What follows belongs to an exercise in optimizing a design on an open flow for small area and a short achievable clock period; a production flow would make more cautious choices.
In this exercise RTL edits were held to simulation tests only and were not proved equivalent to the original.
The flow treats the clock pin as an ideal source, which a real chip does not have.
Power and IR drop assume default switching activity.

==> inputs of violet <==
## fp16_mult
module fp16_mult (
  input wire clk, reset,
  input wire [15:0] a, b,
  output reg [15:0] result
);
clock: 5.5 ns
lec_check: 0
cap_margin: 20
core_margin: 2
core_utilization: 60
setup_slack_margin: 3.0
slew_margin: 20
standard.sh (not shown) runs the stock make flow with config.mk's settings and CLKGATE_MAP_FILE= SYNTH_SCRIPT=/design/flow/synth_recipe.tcl, a recipe that flattens the netlist after the stock synthesis.
==> flow/flow/run.sh <==
#!/bin/bash
# Own layout flow: the standard ORFS flow (standard.sh) with
#  - port buffers of a chosen cell (every input and output port still gets one),
#  - a clock tree of clkbuf cells without dummy loads,
set -euo pipefail
HERE=$(cd "$(dirname "$0")" && pwd)
S=sky130_fd_sc_hd__
export BUFFER_PORTS_ARGS="-buffer_cell ${S}buf_2"
export CTS_ARGS="-sink_clustering_enable -repair_clock_nets -dont_use_dummy_load -root_buf ${S}clkbuf_16 -buf_list {${S}clkbuf_8} -sink_clustering_size 10"
export SKEW_GROUPS="{q0_* 20 ${S}clkdlybuf4s25_1 ${S}clkbuf_1 ${S}clkbuf_1 ${S}clkbuf_8} {pr* 20 ${S}clkdlybuf4s50_1 ${S}clkbuf_8}"
export POST_CTS_TCL="$HERE/post_cts.tcl"
bash standard.sh > flow_make.log 2>&1
==> flow/flow/post_cts.tcl <==
# POST_CTS hook: add the useful-skew clock buffers (skew.tcl), then legalise and repair
# setup and hold as cts.tcl does after clock tree synthesis.
source [file join [file dirname [info script]] skew.tcl]
estimate_parasitics -placement
detailed_placement
estimate_parasitics -placement
repair_timing_helper
detailed_placement
check_placement -verbose
==> flow/flow/skew.tcl <==

proc skew_root_net { } {
  set clk_net [get_nets clk]
  foreach pin [get_pins -of_objects $clk_net] {
    set inst [get_cells -of_objects $pin]
    if { [string match *clkbuf* [get_property $inst ref_name]] } {
      return [get_nets -of_objects [get_pins [get_full_name $inst]/X]]
    }
  }
  error "skew: no root clock buffer on net clk"
}

proc skew_cluster_group { root pattern maxregs cells } {
  set block [ord::get_db_block]
  set regs {}
  foreach inst [$block getInsts] {
    if { ![string match $pattern [$inst getName]] } { continue }
    if { [$inst findITerm CLK] == "NULL" } { continue }
    set loc [$inst getLocation]
    lappend regs [list [$inst getName] [lindex $loc 0] [lindex $loc 1]]
  }
  set n [llength $regs]
  if { $n == 0 } { return }
  set k [expr {($n + $maxregs - 1) / $maxregs}]
  # split into k clusters: sort by x, cut into k columns of equal size
  set regs [lsort -integer -index 1 $regs]
  set per [expr {($n + $k - 1) / $k}]
  set dbu [$block getDbUnitsPerMicron]
  set tag [string map {* x ? x [ x ] x} $pattern]
  for { set c 0 } { $c < $k } { incr c } {
    set chunk [lrange $regs [expr {$c * $per}] [expr {($c + 1) * $per - 1}]]
    if { [llength $chunk] == 0 } { continue }
    set sx 0; set sy 0; set pins {}
    foreach r $chunk {
      set sx [expr {$sx + [lindex $r 1]}]
      set sy [expr {$sy + [lindex $r 2]}]
      lappend pins [get_pins "[lindex $r 0]/CLK"]
    }
    set x [expr {double($sx) / [llength $chunk] / $dbu}]
    set y [expr {double($sy) / [llength $chunk] / $dbu}]
    set cur [get_full_name $root]
    set i 0
    foreach cell $cells {
      set bname "skewbuf_${tag}_${c}_$i"
      set nname "skewnet_${tag}_${c}_$i"
      if { $i == 0 } {
        insert_buffer -buffer_cell $cell -net [get_nets $cur] -load_pins $pins \
          -load_pins_on_diff_nets -location [list $x $y] -buffer_name $bname -net_name $nname
      } else {
        insert_buffer -buffer_cell $cell -net [get_nets $cur] -load_pins $pins \
          -location [list $x $y] -buffer_name $bname -net_name $nname
      }
      set cur $nname
      incr i
    }
    puts "skew: $pattern cluster $c: [llength $chunk] registers behind $cells"
  }
}

proc skew_remove_idle_clock_buffers { } {
  set block [ord::get_db_block]
  set again 1
  while { $again } {
    set again 0
    foreach inst [$block getInsts] {
      if { ![string match *clkbuf* [[$inst getMaster] getName]] } { continue }
      set x [$inst findITerm X]
      if { $x == "NULL" } { continue }
      set net [$x getNet]
      if { $net == "NULL" } { continue }
      if { [llength [$net getITerms]] == 1 && [llength [$net getBTerms]] == 0 } {
        puts "skew: removing idle clock buffer [$inst getName]"
        set nname [$net getName]
        delete_instance [get_cells [$inst getName]]
        delete_net [get_nets $nname]
        set again 1
        break
      }
    }
  }
}

set skew_root [skew_root_net]
foreach g $::env(SKEW_GROUPS) {
  skew_cluster_group $skew_root [lindex $g 0] [lindex $g 1] [lrange $g 2 end]
}
skew_remove_idle_clock_buffers
==> nickel (differences from violet) <==
==> flow/flow/run.sh (replaced) <==
#!/bin/bash
# Own layout flow: the standard ORFS flow (standard.sh) with
#  - port buffers of a chosen cell (every input and output port still gets one),
#  - a clock tree of clkbuf cells without dummy loads,
set -euo pipefail
HERE=$(cd "$(dirname "$0")" && pwd)
S=sky130_fd_sc_hd__
export BUFFER_PORTS_ARGS="-buffer_cell ${S}buf_1"
export CTS_ARGS="-sink_clustering_enable -repair_clock_nets -dont_use_dummy_load -buf_list {${S}clkbuf_8} -sink_clustering_size 12"
export SKEW_GROUPS="{q0_* 20 ${S}clkdlybuf4s25_1 ${S}clkbuf_8} {pr* 20 ${S}clkdlybuf4s25_1 ${S}clkbuf_8}"
export POST_CTS_TCL="$HERE/post_cts.tcl"
export PRE_GLOBAL_ROUTE_TCL="$HERE/pre_grt.tcl"
export SKEW_MARGIN=${SKEW_MARGIN:-3.5}
bash standard.sh > flow_make.log 2>&1
==> flow/flow/post_cts.tcl (replaced) <==
# POST_CTS hook: add the useful-skew clock buffers (skew.tcl), then legalise and repair
# setup and hold as cts.tcl does after clock tree synthesis, now with the setup margin
# SKEW_MARGIN (the stages are balanced only from here on).
source [file join [file dirname [info script]] skew.tcl]
if { [info exists ::env(SKEW_MARGIN)] } { set ::env(SETUP_SLACK_MARGIN) $::env(SKEW_MARGIN) }
estimate_parasitics -placement
detailed_placement
estimate_parasitics -placement
repair_timing_helper
detailed_placement
check_placement -verbose
==> flow/flow/pre_grt.tcl (new file) <==
# PRE_GLOBAL_ROUTE hook: repair after global routing with the setup margin SKEW_MARGIN.
if { [info exists ::env(SKEW_MARGIN)] } { set ::env(SETUP_SLACK_MARGIN) $::env(SKEW_MARGIN) }
--- a/flow/flow/skew.tcl
+++ b/flow/flow/skew.tcl
@@ -11,4 +11,5 @@
 }
 
+# returns the list of chain-head nets (net after the first cell of each cluster's chain)
 proc skew_cluster_group { root pattern maxregs cells } {
   set block [ord::get_db_block]
@@ -21,11 +22,11 @@
   }
   set n [llength $regs]
-  if { $n == 0 } { return }
+  if { $n == 0 } { return {} }
   set k [expr {($n + $maxregs - 1) / $maxregs}]
-  # split into k clusters: sort by x, cut into k columns of equal size
   set regs [lsort -integer -index 1 $regs]
   set per [expr {($n + $k - 1) / $k}]
   set dbu [$block getDbUnitsPerMicron]
   set tag [string map {* x ? x [ x ] x} $pattern]
+  set heads {}
   for { set c 0 } { $c < $k } { incr c } {
     set chunk [lrange $regs [expr {$c * $per}] [expr {($c + 1) * $per - 1}]]
@@ -41,14 +42,12 @@
     set cur [get_full_name $root]
     set i 0
+    set chain {}
     foreach cell $cells {
       set bname "skewbuf_${tag}_${c}_$i"
       set nname "skewnet_${tag}_${c}_$i"
-      if { $i == 0 } {
-        insert_buffer -buffer_cell $cell -net [get_nets $cur] -load_pins $pins \
-          -load_pins_on_diff_nets -location [list $x $y] -buffer_name $bname -net_name $nname
-      } else {
-        insert_buffer -buffer_cell $cell -net [get_nets $cur] -load_pins $pins \
-          -location [list $x $y] -buffer_name $bname -net_name $nname
-      }
+      set extra {}
+      if { $i == 0 } { set extra -load_pins_on_diff_nets }
+      insert_buffer -buffer_cell $cell -net [get_nets $cur] -load_pins $pins \
+        {*}$extra -location [list $x $y] -buffer_name $bname -net_name $nname
       set cur $nname
       incr i
@@ -56,4 +55,45 @@
     puts "skew: $pattern cluster $c: [llength $chunk] registers behind $cells"
   }
+  return $heads
+}
+
+# add one delay cell right before the last cell of every chain of the group
+proc skew_add_step { pattern cell } {
+  set block [ord::get_db_block]
+  set tag [string map {* x ? x [ x ] x} $pattern]
+  set done 0
+  foreach inst [$block getInsts] {
+    set nm [$inst getName]
+    if { ![string match "skewbuf_${tag}_*" $nm] } { continue }
+    # the last cell of a chain drives the registers: its output net has a CLK load
+    set xnet [[$inst findITerm X] getNet]
+    set drives_regs 0
+    foreach it [$xnet getITerms] {
+      if { [[$it getMTerm] getName] == "CLK" } { set drives_regs 1; break }
+    }
+    if { !$drives_regs } { continue }
+    set anet [[$inst findITerm A] getNet]
+    set loc [$inst getLocation]
+    set dbu [$block getDbUnitsPerMicron]
+    global skew_step_count
+    incr skew_step_count
+    insert_buffer -buffer_cell $cell -net [get_nets [$anet getName]] \
+      -load_pins [get_pins "$nm/A"] \
+      -location [list [expr {double([lindex $loc 0]) / $dbu}] [expr {double([lindex $loc 1]) / $dbu}]] \
+      -buffer_name "skewstep_${tag}_$skew_step_count" -net_name "skewstepnet_${tag}_$skew_step_count"
+    incr done
+  }
+  return $done
+}
+
+proc skew_worst { pattern } {
+  set pins [get_pins -quiet "$pattern/D"]
+  if { [llength $pins] == 0 } { return 1e9 }
+  set w 1e9
+  foreach p $pins {
+    set s [get_property $p slack_max]
+    if { $s < $w } { set w $s }
+  }
+  return $w
 }
 
@@ -81,4 +121,5 @@
 }
 
+set skew_step_count 0
 set skew_root [skew_root_net]
 foreach g $::env(SKEW_GROUPS) {
@@ -86,2 +127,33 @@
 }
 skew_remove_idle_clock_buffers
+
+# stage endpoints: A ends at q0_*, B at pr*, C at result*
+# the step cell: a slow delay cell while the stages are far apart, a small buffer near balance
+proc skew_step { pattern gap } {
+  if { $gap > 0.5 } {
+    skew_add_step $pattern sky130_fd_sc_hd__clkdlybuf4s25_1
+  } else {
+    skew_add_step $pattern sky130_fd_sc_hd__clkbuf_1
+  }
+}
+for { set it 0 } { $it < 16 } { incr it } {
+  estimate_parasitics -placement
+  set sa [skew_worst {q0_*}]
+  set sb [skew_worst {pr*}]
+  set sc [skew_worst {result*}]
+  puts [format "skew: step %d slacks A %.3f B %.3f C %.3f" $it $sa $sb $sc]
+  set small 0.09
+  if { $sa <= $sb && $sa <= $sc } {
+    if { $sb - $small > $sa + 0.02 } {
+      skew_step {q0_*} [expr {$sb - $sa}]
+    } elseif { $sc - $small > $sa + 0.02 } {
+      skew_step {pr*} [expr {$sc - $sa}]
+    } else {
+      break
+    }
+  } elseif { $sb <= $sc && $sc - $small > $sb + 0.02 } {
+    skew_step {pr*} [expr {$sc - $sb}]
+  } else {
+    break
+  }
+}
CORE_UTILIZATION = 50   (was 60)
==> onyx (differences from violet) <==
==> flow/flow/run.sh (replaced) <==
#!/bin/bash
# Own layout flow: the standard ORFS flow (standard.sh) with
#  - port buffers of a chosen cell (every input and output port still gets one),
#  - a clock tree of clkbuf cells without dummy loads,
set -euo pipefail
HERE=$(cd "$(dirname "$0")" && pwd)
S=sky130_fd_sc_hd__
export BUFFER_PORTS_ARGS="-buffer_cell ${S}buf_1"
export CTS_ARGS="-sink_clustering_enable -repair_clock_nets -dont_use_dummy_load -buf_list {${S}clkbuf_8} -sink_clustering_size 12"
export SKEW_GROUPS="{q0_* 20 ${S}clkdlybuf4s25_1 ${S}clkbuf_8} {pr* 20 ${S}clkdlybuf4s25_1 ${S}clkbuf_8}"
export POST_CTS_TCL="$HERE/post_cts.tcl"
export PRE_GLOBAL_ROUTE_TCL="$HERE/pre_grt.tcl"
export SKEW_MARGIN=${SKEW_MARGIN:-3.45}
bash standard.sh > flow_make.log 2>&1
==> flow/flow/post_cts.tcl (replaced) <==
# POST_CTS hook: add the useful-skew clock buffers (skew.tcl), then legalise and repair
# setup and hold as cts.tcl does after clock tree synthesis, now with the setup margin
# SKEW_MARGIN (the stages are balanced only from here on).
source [file join [file dirname [info script]] skew.tcl]
if { [info exists ::env(SKEW_MARGIN)] } { set ::env(SETUP_SLACK_MARGIN) $::env(SKEW_MARGIN) }
estimate_parasitics -placement
detailed_placement
estimate_parasitics -placement
repair_timing_helper
detailed_placement
check_placement -verbose
==> flow/flow/pre_grt.tcl (new file) <==
# PRE_GLOBAL_ROUTE hook: repair after global routing with the setup margin SKEW_MARGIN.
if { [info exists ::env(SKEW_MARGIN)] } { set ::env(SETUP_SLACK_MARGIN) $::env(SKEW_MARGIN) }
--- a/flow/flow/skew.tcl
+++ b/flow/flow/skew.tcl
@@ -11,4 +11,5 @@
 }
 
+# returns the list of chain-head nets (net after the first cell of each cluster's chain)
 proc skew_cluster_group { root pattern maxregs cells } {
   set block [ord::get_db_block]
@@ -21,11 +22,11 @@
   }
   set n [llength $regs]
-  if { $n == 0 } { return }
+  if { $n == 0 } { return {} }
   set k [expr {($n + $maxregs - 1) / $maxregs}]
-  # split into k clusters: sort by x, cut into k columns of equal size
   set regs [lsort -integer -index 1 $regs]
   set per [expr {($n + $k - 1) / $k}]
   set dbu [$block getDbUnitsPerMicron]
   set tag [string map {* x ? x [ x ] x} $pattern]
+  set heads {}
   for { set c 0 } { $c < $k } { incr c } {
     set chunk [lrange $regs [expr {$c * $per}] [expr {($c + 1) * $per - 1}]]
@@ -41,14 +42,12 @@
     set cur [get_full_name $root]
     set i 0
+    set chain {}
     foreach cell $cells {
       set bname "skewbuf_${tag}_${c}_$i"
       set nname "skewnet_${tag}_${c}_$i"
-      if { $i == 0 } {
-        insert_buffer -buffer_cell $cell -net [get_nets $cur] -load_pins $pins \
-          -load_pins_on_diff_nets -location [list $x $y] -buffer_name $bname -net_name $nname
-      } else {
-        insert_buffer -buffer_cell $cell -net [get_nets $cur] -load_pins $pins \
-          -location [list $x $y] -buffer_name $bname -net_name $nname
-      }
+      set extra {}
+      if { $i == 0 } { set extra -load_pins_on_diff_nets }
+      insert_buffer -buffer_cell $cell -net [get_nets $cur] -load_pins $pins \
+        {*}$extra -location [list $x $y] -buffer_name $bname -net_name $nname
       set cur $nname
       incr i
@@ -56,4 +55,45 @@
     puts "skew: $pattern cluster $c: [llength $chunk] registers behind $cells"
   }
+  return $heads
+}
+
+# add one delay cell right before the last cell of every chain of the group
+proc skew_add_step { pattern cell } {
+  set block [ord::get_db_block]
+  set tag [string map {* x ? x [ x ] x} $pattern]
+  set done 0
+  foreach inst [$block getInsts] {
+    set nm [$inst getName]
+    if { ![string match "skewbuf_${tag}_*" $nm] } { continue }
+    # the last cell of a chain drives the registers: its output net has a CLK load
+    set xnet [[$inst findITerm X] getNet]
+    set drives_regs 0
+    foreach it [$xnet getITerms] {
+      if { [[$it getMTerm] getName] == "CLK" } { set drives_regs 1; break }
+    }
+    if { !$drives_regs } { continue }
+    set anet [[$inst findITerm A] getNet]
+    set loc [$inst getLocation]
+    set dbu [$block getDbUnitsPerMicron]
+    global skew_step_count
+    incr skew_step_count
+    insert_buffer -buffer_cell $cell -net [get_nets [$anet getName]] \
+      -load_pins [get_pins "$nm/A"] \
+      -location [list [expr {double([lindex $loc 0]) / $dbu}] [expr {double([lindex $loc 1]) / $dbu}]] \
+      -buffer_name "skewstep_${tag}_$skew_step_count" -net_name "skewstepnet_${tag}_$skew_step_count"
+    incr done
+  }
+  return $done
+}
+
+proc skew_worst { pattern } {
+  set pins [get_pins -quiet "$pattern/D"]
+  if { [llength $pins] == 0 } { return 1e9 }
+  set w 1e9
+  foreach p $pins {
+    set s [get_property $p slack_max]
+    if { $s < $w } { set w $s }
+  }
+  return $w
 }
 
@@ -81,4 +121,5 @@
 }
 
+set skew_step_count 0
 set skew_root [skew_root_net]
 foreach g $::env(SKEW_GROUPS) {
@@ -86,2 +127,33 @@
 }
 skew_remove_idle_clock_buffers
+
+# stage endpoints: A ends at q0_*, B at pr*, C at result*
+# the step cell: a slow delay cell while the stages are far apart, a small buffer near balance
+proc skew_step { pattern gap } {
+  if { $gap > 0.5 } {
+    skew_add_step $pattern sky130_fd_sc_hd__clkdlybuf4s25_1
+  } else {
+    skew_add_step $pattern sky130_fd_sc_hd__clkbuf_1
+  }
+}
+for { set it 0 } { $it < 16 } { incr it } {
+  estimate_parasitics -placement
+  set sa [skew_worst {q0_*}]
+  set sb [skew_worst {pr*}]
+  set sc [skew_worst {result*}]
+  puts [format "skew: step %d slacks A %.3f B %.3f C %.3f" $it $sa $sb $sc]
+  set small 0.09
+  if { $sa <= $sb && $sa <= $sc } {
+    if { $sb - $small > $sa + 0.02 } {
+      skew_step {q0_*} [expr {$sb - $sa}]
+    } elseif { $sc - $small > $sa + 0.02 } {
+      skew_step {pr*} [expr {$sc - $sa}]
+    } else {
+      break
+    }
+  } elseif { $sb <= $sc && $sc - $small > $sb + 0.02 } {
+    skew_step {pr*} [expr {$sc - $sb}]
+  } else {
+    break
+  }
+}
==> summary.txt <==
quantity                                                                 onyx          nickel          violet
Relative slew slack                                                     55.1%           57.2%           56.4%
Power share of the sequential group                                     35.1%           33.8%           34.3%
Status                                                         finished clean  finished clean  finished clean
Clock network latency to the later pin of the worst-skew pair          940 ps          970 ps          860 ps
Type of destination of the critical path                             register     output port        register
Placeable Area                                                  0.00924 sq mm    0.0113 sq mm   0.00924 sq mm
Die height                                                        102 microns     111 microns     102 microns
Setup slack at placement                                              2640 ps         2720 ps         2650 ps
Area taken by flip-flops and latches                            0.00238 sq mm   0.00239 sq mm   0.00234 sq mm
Critical-path maximum fanout                                                5               1               6
Worst Skew                                                             605 ps          637 ps          543 ps
Crit Reg-Reg Endpoint                                           pr[8]$_DFF_P_   pr[8]$_DFF_P_   pr[6]$_DFF_P_
Overall via count from detail_route                                      3595            3625            3572
Detail Route met3 WL                                              643 microns     540 microns     704 microns

what the ideal ports hide:
The results above use ideal ports. As a check the final layouts listed here were re-extracted and re-timed, cells and wires unchanged.
Step 1 assumes that a clkbuf_16 drives the clock port and a buf_2 every other input.
Step 2, shift: input delay + t, output delay - t, t = (earliest + latest rising clock arrival at the registers) / 2. This alone moves slack from input paths to output paths.
a / b / c = ideal / step 1 / step 2; a / b = the first two.
run | t (ns) | slack for setup (ns) | latest minus earliest clock arrival (ns) | cell pins on the clock port's net
violet | 0.623 | 3.321 / 3.321 / 2.992 | 0.543 / 0.543 | 1
nickel | 0.687 | 3.507 / 3.475 / 2.977 | 0.636 / 0.636 | 1
onyx | 0.663 | 3.489 / 3.468 / 2.984 | 0.605 / 0.605 | 1
Clock arrivals are far apart in every run listed, so t is only a midpoint there and step 2 fits no single register. The setup slack of nickel, which loses most, moves by -0.032 ns with the drivers and by -0.530 ns with both steps.
